Source: an optimization exercise on an open RTL-to-GDS flow (aim: small area, a short achievable clock period and few clock cycles per item). Production flows keep margins and buffers that such runs may drop. Function was checked by simulation only, so behaviour that the tests miss may differ from the original.

### flow/design.v
module mulN #(parameter N = 2)(input [N-1:0]a,b,output [2*N:0]res);
  wire [N-1:0][2*N:0]row;
  wire [N-1:0][2*N:0]shiftrow;
  wire [N-2:0][2*N:0] partialProd;
  genvar i,j;
  for(i=0;i<N;i=i+1) begin
    assign row[i][2*N:N] = {(N+1){1'b0}};
    for(j=0;j<N;j=j+1) begin
      assign row[i][j] = a[j]&b[i];
    end
    assign shiftrow[i] = row[i]<<i;
    if(i==N-1) begin
      assign res = shiftrow[i]+partialProd[i-1];
    end
    else if(i!=0) begin
      assign partialProd[i] = shiftrow[i] + partialProd[i-1];
    end
    else assign partialProd[i] = shiftrow[i];
  end
endmodule
module mul_top (
  input              clk,
  input              rst,
  input              in_valid,
  input      [15:0]  a,
  input      [15:0]  b,
  output reg         out_valid,
  output reg [32:0]  res
);
  localparam N = 16;
  reg          v_q;
  reg [N-1:0]  a_q, b_q;
  wire [2*N:0] prod;
  mulN #(.N(N)) u_mul (a_q, b_q, prod);
  always @(posedge clk) begin
    if (rst) begin
      v_q       <= 1'b0;
      out_valid <= 1'b0;
    end else begin
      v_q       <= in_valid;
      out_valid <= v_q;
    end
    a_q <= a;
    b_q <= b;
    res <= prod;
  end
endmodule
### flow/run.sh
#!/bin/bash
# synth_recipe.tcl (not shown) runs the flow's synth.tcl, then flattens the netlist and writes it again
# the make line also repeats each setting of config.mk as NAME=value (left out here)
make -C /OpenROAD-flow-scripts/flow DESIGN_CONFIG=/design/flow/config.mk WORK_HOME=/design/flow/orfs CLKGATE_MAP_FILE= SYNTH_SCRIPT=/design/flow/synth_recipe.tcl finish
### flow/config.mk
export PLATFORM = sky130hd
export DESIGN_NAME = mul_top
export DESIGN_NICKNAME = mul_top
export VERILOG_FILES = /design/flow/design.v
export SDC_FILE = /design/flow/constraint.sdc
export NUM_CORES = 4
export LEC_CHECK = 0
export CAP_MARGIN = 20
export CORE_MARGIN = 2
export CORE_UTILIZATION = 40
export SLEW_MARGIN = 20
### flow/constraint.sdc
create_clock -name core_clock -period 10.0 [get_ports {clk}]
set_input_delay 2.0000 -clock core_clock [delete_from_list [all_inputs] [get_ports {clk}]]
set_output_delay 2.0000 -clock core_clock [all_outputs]
set_load 0.01 [all_outputs]
==> summary.md <==
| Metric | Value |
|---|---|
| Outcome | `finished clean` |
| Layout Area Growth over Synthesis | `12.4%` |
| Actual slew at the worst max-slew pin | `just over 0.7 ns` |
| Final Hold Vio Count | `0` |
| Largest net degree at the start of global routing | `17` |
| Tcrit/Tclk final | `roughly three quarters` |
| CTS buffer count | `9` |
| Area contributors post-synth | `fa_1 38%, ha_1 14%, dfxtp_1 13%` |
| Gpl congestion | `between 0.8 and 0.9` |
| Port bufs | `between 60 and 70` |
| Worst setup margin | `roughly 2.3 ns` |
| Fin crit period | `about 7.7 ns` |
| CTS tree | `done` |
| Yosys warnings | `1` |
| Synth Cell Area | `about 10000 um^2` |
| Drt via density | `a little under 5` |
| I/O pins | `69` |
| RR Startpoint | `a_q[1]` |
| Peak Freq | `130 MHz` |
| Reg-to-reg endpoint | `res[28]` |
| CP max FO | `16` |
| Synthesis-stage register bit count | `67` |
| Routed Antenna Nets | `0` |
| Global Route Usage Sum | `approximately 18%` |
| Slew Viols, Final | `0` |
| Register area share after synthesis | `13.5%` |
| Initial antenna violation count | `0` |
| Clock tree buffer depth | `2` |
| Mapped Avg Cell Area | `9.51 um^2` |
| Hold path startpoint | `v_q` |
| Routed wire length | `between 20 and 25 mm` |
| Post-route DRC | `0` |
| Dpl cells | `1,402` |
| Synth area leader | `fa_1` |
| Cts repair resizes | `0` |
| Number of fill cells in the layout | `2,394` |
| Hold_buf cts | `0` |
| Final setup viols | `0` |
| Final Non-Filler Cells | `approximately 1,400` |
| Main synth FF type | `dfxtp_1` |
| Wire per inst | `15.1 um` |
| Length of the first detailed-routing pass in iterations | `4` |
| R2R Setup Slk | `2.33 ns` |
| Fin Hold WS | `0.440 ns` |
| CP Class | `reg2reg` |
| Pre-CTS WS | `2.37 ns` |
| Initial Utilization | `a little over 40%` |
| Worst hold endpoint | `out_valid` |
| Share of the synthesized area in the top cell type | `37.6%` |
| Die area | `about 26,000 um^2` |
| CP arrival | `approximately 7.9 ns` |
| CTS Sinks | `67` |
| Wire length of the first global-routing pass | `~37 mm` |
| Share of layout cells above drive strength 1 | `2.38%` |
| Max-capacitance violation count | `0` |
| Vias in the first global route | `~7,600` |
| Synth async-reset ratio | `0%` |
| Clock Tree Root | `clkbuf_16` |
| Startpoint types | `flop` |
| Critical path data required time | `between 10 and 15 ns` |
| Cells on worst reg2reg path | `27` |
| Hold Crit Depth | `1` |
| Initial detailed-routing violation count | `202` |
| Die H | `between 150 and 200 um` |
| Clock-pin slew on the worst setup and hold paths | `around 0.070 ns` |
| DR vias | `between 6,000 and 7,000` |
| Die width | `~160 um` |
| # rows | `57` |
| Worst Setup SP | `a_q[1]` |
| TNS Setup | `0 ns` |
| Overflow after GRT | `0` |
| # nets final | `roughly 1,400` |
| Post-synth EDFFs | `0` |
| Mapped Cells | `approximately 1,000` |
| Worst setup EP type | `flop` |
| Yosys cell types | `54` |
| Setup bufs post-CTS | `0` |
| Hold crit path type | `reg2reg` |
| Post-Layout Inst Area | `about 11,000 um^2` |
| H-tree depth | `3` |
| HPWL after DPL | `17.5 mm` |
| Clock Skew | `slightly above 0.009 ns` |
| Cell Area, Placed | `approximately 11,000 um^2` |
| Worst skew pair latency | `0.35 ns` |
| # diodes | `0` |
| Net Count, Synth | `between 1,000 and 1,500` |
| Relative slew slack | `between 50% and 60%` |
| Core Footprint | `24,400 um^2` |
| RSZ-0062 raised after global routing | `no` |
## worst max-delay path, stage by stage (launching register included)
cell and delay, ns:
dfxtp_1 0.67, and2_1 0.21, ha_1 0.16, inv_1 0.06
fa_1 0.45, nor2b_1 0.13, o21ai_0 0.11, a21boi_1 0.26
o211ai_1 0.18, a21oi_1 0.20, nor3_1 0.08, xnor2_1 0.21
fa_1 0.45, inv_1 0.08, fa_1 0.44, fa_1 0.46
fa_1 0.48, inv_1 0.05, fa_1 0.49, fa_1 0.50
ha_1 0.40, a2111oi_0 0.44, o21ai_1 0.20, nand2_1 0.13
o21ai_1 0.12, a41oi_1 0.35, o21ai_1 0.13, xor2_1 0.15
## per-stage QoR
step / utilization (%)
finish: 45.9
global route: 45.9
global placement: 44.7
CTS: 45.9
detailed placement: 44.7
floorplan: -
## Yosys cell counts, drive strengths merged (2+ instances only)
| cell type | instances |
|---|---|
| nor3b | 2 |
| o21ai | 15 |
| and2 | 142 |
| a2111oi | 2 |
| o221ai | 2 |
| buf | 2 |
| a211oi | 3 |
| nor2 | 13 |
| o21a | 5 |
| a211o | 2 |
| a21oi | 35 |
| nand2 | 133 |
| nand4 | 3 |
| a41oi | 2 |
| fa | 187 |
| nor3 | 9 |
| o31ai | 2 |
| o211ai | 3 |
| or2 | 2 |
| dfxtp | 67 |
| xnor2 | 25 |
| xor2 | 10 |
| ha | 108 |
| a21boi | 3 |
| clkbuf | 35 |
| a31oi | 4 |
| nand2b | 5 |
| and3 | 4 |
| inv | 185 |
| o311ai | 2 |
| a21o | 12 |
| nand3 | 4 |
| nor2b | 7 |
## worst max path at each step
stage	endpoint	cells past startpoint
2_1_floorplan	res[28]	29
3_3_place_gp	res[32]	27
3_5_place_dp	res[28]	27
4_1_cts	res[28]	27
5_1_grt	res[28]	27
6_report	res[28]	27
## sequential cells by signal (all words and copies together) (netlist names)
name / count
v_q: 1
res: 33
out_valid: 1
b_q: 16
a_q: 16
## cell families after synthesis
kind of cell               synth area share, %
DFF                                       13.5
adders and majority gates                 51.2
xor gates and xnor gates                  3.08
buffers and inverters                     8.45
and+or+nand+nor                           16.9
AOI/OAI and AO/OA                         6.91
## per-layer routing
layer	vias up	share of wire, %	global-route usage (%)
met5	-	0	0
met4	0	1.2	3.78
met3	18	2.7	2.37
met2	90	52	31.6
met1	3563	44	22.5
li1	3303	-	-
## cells in the final DEF, fill, tap and decap left out, types with 13 or more instances in the layout
cell type / synthesis / final
fa_1: 187 / 187
inv_1: 185 / 185
and2_1: 142 / 142
nand2_1: 133 / 133
ha_1: 108 / 108
clkdlybuf4s50_1: 0 / 68
dfxtp_1: 67 / 67
a21oi_1: 35 / 35
xnor2_1: 25 / 25
nor2_1: 13 / 13
## layout make-up
cell class | count | area, um^2 | area share [%]
repair buffers | 68 | 681 | 6.08
clock inverters | 7 | 76.3 | 0.681
flip-flops and latches | 67 | 1340 | 12.0
inverters | 185 | 694 | 6.20
well taps | 324 | 405 | 3.62
clock buffers | 9 | 225 | 2.01
multi-input cells | 758 | 7780 | 69.4
Testbench counts, summed over its fixed seeds: cycles 16,008, items 16,000.

afterwards: timing with drivers on the ports:
The results above use ideal ports. As a check the final layout listed here was re-extracted and re-timed, cells and wires unchanged. Step 1 (the two cells are an assumption about what drives the block):
set clk [get_ports {clk}]
set_driving_cell -lib_cell sky130_fd_sc_hd__clkbuf_16 $clk
set_driving_cell -lib_cell sky130_fd_sc_hd__buf_2 [delete_from_list [all_inputs] $clk]
Step 2 moves the port delays by t, midway between the first and last clock arrival at a register: inputs arrive t later, outputs are due t later. That takes back most of the time a late clock gives input paths. Slacks: no drivers / after step 1 / after step 2; pairs: no drivers / after step 1.
t (ns): 0.388
setup slack, ns: 2.329 / 2.329 / 2.329
worst setup path at the end: register to register
worst slew at a driven data input, ns: 0.04
After both steps setup and hold are still met in this run. The setup slack of this run moves by 0.000 ns with the drivers and by 0.000 ns with both steps.
